Background: an optimization exercise with open tools, aiming at small area and a short achievable clock period. Do not read the settings as production practice.
Function was checked by simulation only, so behaviour that the tests miss may differ from the original.
No activity file was given, so power comes from the tool's default toggle rates.

## mac
module mac #(
    parameter DATA_WIDTH = 16,
              OUT_WIDTH = 32
)(
    input clk,
    input rst,
    input clr,
    input [DATA_WIDTH - 1: 0] a,
    input [DATA_WIDTH - 1: 0] b,
    output reg [OUT_WIDTH-1: 0] out
);
For scale: ~520 cells after synthesis, roughly 87 flip-flops.
export LEC_CHECK = 0
export CAP_MARGIN = 20
export CORE_MARGIN = 2
export CORE_UTILIZATION = 40
export CTS_BUF_LIST = sky130_fd_sc_hd__clkbuf_4 sky130_fd_sc_hd__clkbuf_8
export CTS_CLUSTER_SIZE = 40
export SLEW_MARGIN = 20
create_clock -name core_clock -period 12.0 [get_ports {clk}]
standard.sh (not shown) runs the stock make flow with config.mk's settings and CLKGATE_MAP_FILE= SYNTH_SCRIPT=/design/flow/synth_recipe.tcl, a recipe that flattens the netlist after the stock synthesis.
==> flow/flow/run.sh <==
#!/bin/bash
# Standard ORFS layout (the standard.sh), with port buffers of a plain buffer
# cell and setup repair aiming further below the clock period. Make's full output
# goes to flow_make.log; ORFS keeps each tool's log under orfs/logs.
set -euo pipefail
bash standard.sh \
  "BUFFER_PORTS_ARGS=-buffer_cell sky130_fd_sc_hd__buf_1" \
  SETUP_SLACK_MARGIN=8.6 \
  finish > flow_make.log 2>&1
The baseline finished with timing, DRC and antenna clean.
Edit:
--- a/flow/flow/run.sh
+++ b/flow/flow/run.sh
@@ -6,4 +6,4 @@
 bash standard.sh \
   "BUFFER_PORTS_ARGS=-buffer_cell sky130_fd_sc_hd__buf_1" \
-  SETUP_SLACK_MARGIN=8.6 \
+  SETUP_SLACK_MARGIN=8.7 \
   finish > flow_make.log 2>&1
- ABC_AREA: default -> 1
What happened: Setup slack is better by 69 ps; power drops by 4.6%; count of clock-buffer cells in the layout rises by 2; critical path depth decreases by 5; first-iteration DRC count is higher by 62%; register-to-register slack improves by 170 ps; sequential share of layout area shrinks by 0.12 points; sequential power stays flat; die area went up by 0.46%; wire length rises by 5.4%; final cell count goes up by 11%.
Edit:
--- a/flow/flow/run.sh
+++ b/flow/flow/run.sh
@@ -6,4 +6,4 @@
 bash standard.sh \
   "BUFFER_PORTS_ARGS=-buffer_cell sky130_fd_sc_hd__buf_1" \
-  SETUP_SLACK_MARGIN=8.7 \
+  SETUP_SLACK_MARGIN=8.6 "CTS_ARGS=-sink_clustering_enable -repair_clock_nets -dont_use_dummy_load -sink_clustering_size 40 -buf_list {sky130_fd_sc_hd__clkbuf_4 sky130_fd_sc_hd__clkbuf_8}" \
   finish > flow_make.log 2>&1
- CTS_BUF_LIST: sky130_fd_sc_hd__clkbuf_4 sky130_fd_sc_hd__clkbuf_8 -> default
- CTS_CLUSTER_SIZE: 40 -> default
After rerunning: Sequential power stays flat. Final cell count is lower by 2.7%. Count of clock-buffer cells in the layout drops by 2. Hold slack improved by 3.0 ps. Combinational power is about the same. Wire length goes down by 3.2%. Area after synthesis is unchanged. Power decreases by 5.4%. First-iteration DRC count is lower by 29%. Cell area goes down by 4.7%.
Edit:
--- a/flow/flow/run.sh
+++ b/flow/flow/run.sh
@@ -6,4 +6,4 @@
 bash standard.sh \
   "BUFFER_PORTS_ARGS=-buffer_cell sky130_fd_sc_hd__buf_1" \
-  SETUP_SLACK_MARGIN=8.6 "CTS_ARGS=-sink_clustering_enable -repair_clock_nets -dont_use_dummy_load -sink_clustering_size 40 -buf_list {sky130_fd_sc_hd__clkbuf_4 sky130_fd_sc_hd__clkbuf_8}" \
+  SETUP_SLACK_MARGIN=8.6 RECOVER_POWER=100 \
   finish > flow_make.log 2>&1
- CTS_BUF_LIST: default -> sky130_fd_sc_hd__clkbuf_4 sky130_fd_sc_hd__clkbuf_8
- CTS_CLUSTER_SIZE: default -> 40
Effect: This time the run completed and failed the layout checks on max-capacitance violations, max-slew violations. Non-clock buffer count is unchanged. Cell count goes up slightly. Sequential share of layout area goes down by 0.31 points. Total power goes up by a few percent.

========
The RTL this note starts from:
==> flow/design.v <==
module p #(parameter DATA_WIDTH = 16, OUT_WIDTH = 32)
(
    input [DATA_WIDTH-1:0] a,
    input [DATA_WIDTH-1:0] b,
    output [OUT_WIDTH-1:0] c,
    output reg done,
    input clk,
    input rst
);
    localparam K = DATA_WIDTH;
    reg [K-1:0] hi;      
    reg [K-1:0] lo;      
    reg [K:0] pp;        
    reg pneg;            
    reg [2:0] cnt;
    assign c = {hi, lo};
    wire [2:0] bits = rst ? {b[1:0], 1'b0} : lo[3:1];
    wire one = bits[0] ^ bits[1];
    wire two = (bits[2] & ~bits[1] & ~bits[0]) | (~bits[2] & bits[1] & bits[0]);
    wire neg = bits[2];
    wire [K:0] m = one ? {a[K-1], a} : two ? {a, 1'b0} : {(K+1){1'b0}};
    wire [K+1:0] sum;
    pfx_add #(.W(K+2)) stepadd (.x({{2{hi[K-1]}}, hi}), .y({pp[K], pp}), .ci(pneg), .s(sum));
    always @(posedge clk) begin
        pp <= m ^ {(K+1){neg}};
        pneg <= neg;
        if (rst) begin
            hi <= 0;
            lo <= b;
            cnt <= 3'd0;
            done <= 1'b0;
        end else if (!done) begin
            hi <= sum[K+1:2];
            lo <= {sum[1:0], lo[K-1:2]};
            cnt <= cnt + 3'd1;
            done <= (cnt == 3'd7);
        end
    end
endmodule
`timescale 1ns / 1ps
module mac #(
    parameter DATA_WIDTH = 16,
              OUT_WIDTH = 32
)(
    input clk,
    input rst,
    input clr,
    input [DATA_WIDTH - 1: 0] a,
    input [DATA_WIDTH - 1: 0] b,
    output reg [OUT_WIDTH-1: 0] out
);
    wire ready;
    wire [OUT_WIDTH-1:0] pro;
    wire [OUT_WIDTH-1:0] acc;
    p #(.DATA_WIDTH(DATA_WIDTH), .OUT_WIDTH(OUT_WIDTH)) product (
        .a(a), .b(b), .c(pro), .done(ready), .clk(clk), .rst(rst)
    );
    pfx_add #(.W(OUT_WIDTH)) accadd (.x(out), .y(pro), .ci(1'b0), .s(acc));
    always @(posedge clk) begin
        if (clr)
            out <= 0;
        else if (ready && !rst)
            out <= acc;
    end
endmodule
module pfx_add #(parameter W = 32, KIND = 1) (
    input [W-1:0] x,
    input [W-1:0] y,
    input ci,
    output [W-1:0] s
);
    localparam L = (W <= 2) ? 1 : (W <= 4) ? 2 : (W <= 8) ? 3 : (W <= 16) ? 4 : (W <= 32) ? 5 : 6;
    wire [W-1:0] p0 = x ^ y;
    wire [W-1:0] g0 = {x[W-1:1] & y[W-1:1], (x[0] & y[0]) | (p0[0] & ci)};
    reg [W-1:0] g, pg;
    integer l, i, j;
    always @* begin
        g = g0;
        pg = p0;
        if (KIND == 0) begin
            for (l = 0; l < L; l = l + 1)
                for (i = 0; i < W; i = i + 1)
                    if ((i >> l) & 1) begin
                        j = ((i >> l) << l) - 1;
                        g[i] = g[i] | (pg[i] & g[j]);
                        pg[i] = pg[i] & pg[j];
                    end
        end else begin
            for (l = 0; l < L; l = l + 1)
                for (i = 0; i < W; i = i + 1)
                    if (((i + 1) % (2 << l)) == 0) begin
                        g[i] = g[i] | (pg[i] & g[i - (1 << l)]);
                        pg[i] = pg[i] & pg[i - (1 << l)];
                    end
            for (l = L - 2; l >= 0; l = l - 1)
                for (i = 0; i < W; i = i + 1)
                    if (((i + 1) % (2 << l)) == (1 << l) && i >= (2 << l)) begin
                        g[i] = g[i] | (pg[i] & g[i - (1 << l)]);
                        pg[i] = pg[i] & pg[i - (1 << l)];
                    end
        end
    end
    assign s = p0 ^ {g[W-2:0], ci};
endmodule
Settings: LEC_CHECK=0, ABC_AREA=1, CAP_MARGIN=20, CORE_MARGIN=2, CORE_UTILIZATION=40, CTS_BUF_LIST=sky130_fd_sc_hd__clkbuf_4 sky130_fd_sc_hd__clkbuf_8, CTS_CLUSTER_SIZE=40, SLEW_MARGIN=20; clock period 12.0 ns.
==> flow/flow/run.sh <==
#!/bin/bash
# Standard ORFS layout (the standard.sh), with port buffers of a plain buffer
# cell and setup repair aiming further below the clock period. Make's full output
# goes to flow_make.log; ORFS keeps each tool's log under orfs/logs.
set -euo pipefail
bash standard.sh \
  "BUFFER_PORTS_ARGS=-buffer_cell sky130_fd_sc_hd__buf_1" \
  SETUP_SLACK_MARGIN=8.3 \
  finish > flow_make.log 2>&1
The first run ran to the end with no violations.
Edit:
--- a/flow/flow/run.sh
+++ b/flow/flow/run.sh
@@ -8 +8 @@
-  SETUP_SLACK_MARGIN=8.3 \
+  SETUP_SLACK_MARGIN=8.0 \
Result:
- via count barely changes
- global-route usage is about the same
- flip-flop and latch count stays the same
Edit:
--- a/flow/flow/run.sh
+++ b/flow/flow/run.sh
@@ -8 +8 @@
-  SETUP_SLACK_MARGIN=8.0 \
+  SETUP_SLACK_MARGIN=8.5 \
- CORE_UTILIZATION: 40 -> 60
Outcome: The changed run went through all stages and came out clean; setup slack gains 0.37 ns; die area shrinks by 32%; wire length grows by 7.2%; sequential share of layout area shrinks by 0.21 points; hold slack barely changes.
Edit:
--- a/flow/flow/run.sh
+++ b/flow/flow/run.sh
@@ -8 +8 @@
-  SETUP_SLACK_MARGIN=8.5 \
+  SETUP_SLACK_MARGIN=8.7 \
- CORE_UTILIZATION: 60 -> 40
- TNS_END_PERCENT: not set -> 0
Effect:
- cell area went up by 5.8%
- power went up by 4.9%
- die area came out higher by 48%
- flip-flop and latch count is unchanged
- core utilization fell by 21 points
- via count increases by 2.4%
Edit:
--- a/flow/flow/run.sh
+++ b/flow/flow/run.sh
@@ -8 +8 @@
-  SETUP_SLACK_MARGIN=8.7 \
+  SETUP_SLACK_MARGIN=8.5 \
- TNS_END_PERCENT: 0 -> not set
Result:
- The changed run completed without violations
- final area decreases by a few percent
- utilization drops by 2.6 points
- setup slack loses 0.035 ns
- count of clock-buffer cells in the layout grows by 1
- sequential share of layout area rises by 1.5 points
Edit:
--- a/flow/flow/run.sh
+++ b/flow/flow/run.sh
@@ -8 +8 @@
-  SETUP_SLACK_MARGIN=8.5 \
+  SETUP_SLACK_MARGIN=8.65 \
=>
- routed wire length increases by about a fifth
- area after synthesis stays the same
- power increases by a little under a tenth
- fmax decreases slightly
- register-to-register slack got worse by 0.04 ns
- final area increases by roughly a tenth
- combinational power increases by about a fifth

[afterwards: timing with drivers on the ports]
The results above use ideal ports. As a check the final layouts listed here were re-extracted and re-timed, cells and wires unchanged.
Step 1 (the two cells are an assumption about what drives the block):
set clk [get_ports {clk}]
set_driving_cell -lib_cell sky130_fd_sc_hd__clkbuf_16 $clk
set_driving_cell -lib_cell sky130_fd_sc_hd__buf_2 [delete_from_list [all_inputs] $clk]
Step 2 also shifts input and output timing later by t, the mid clock arrival at the registers, as if the neighbouring blocks saw the same clock.
a / b / c = no drivers / after step 1 / after step 2; a / b = the first two.
run | t (ns) | setup slack, ns | hold WS [ns] | worst data-port slew with drivers (ns)
the first run of note 1 | 0.393 | 8.659 / 8.627 / 8.278 | 0.487 / 0.487 / 0.487 | 0.04
the second run of note 1 | 0.402 | 8.728 / 8.695 / 8.433 | 0.473 / 0.473 / 0.473 | 0.04
the third run of note 1 | 0.383 | 8.656 / 8.623 / 8.358 | 0.476 / 0.476 / 0.476 | 0.04
the fourth run of note 1 | 0.388 | 6.795 / 6.805 / 6.418 | 0.477 / 0.477 / 0.477 | 0.04
the first run of note 2 | 0.393 | 8.459 / 8.465 / 8.072 | 0.478 / 0.478 / 0.478 | 0.04
the second run of note 2 | 0.393 | 8.209 / 8.225 / 7.832 | 0.478 / 0.478 / 0.478 | 0.04
the third run of note 2 | 0.391 | 8.575 / 8.582 / 8.196 | 0.480 / 0.480 / 0.480 | 0.04
the fourth run of note 2 | 0.389 | 8.636 / 8.630 / 8.241 | 0.484 / 0.484 / 0.484 | 0.05
the fifth run of note 2 | 0.392 | 8.601 / 8.590 / 8.198 | 0.478 / 0.478 / 0.478 | 0.06
the sixth run of note 2 | 0.400 | 8.552 / 8.547 / 8.147 | 0.476 / 0.476 / 0.476 | 0.05
For the sixth run of note 2, which loses most, drivers alone change the setup slack by -0.005 ns; drivers and shift together by -0.405 ns.
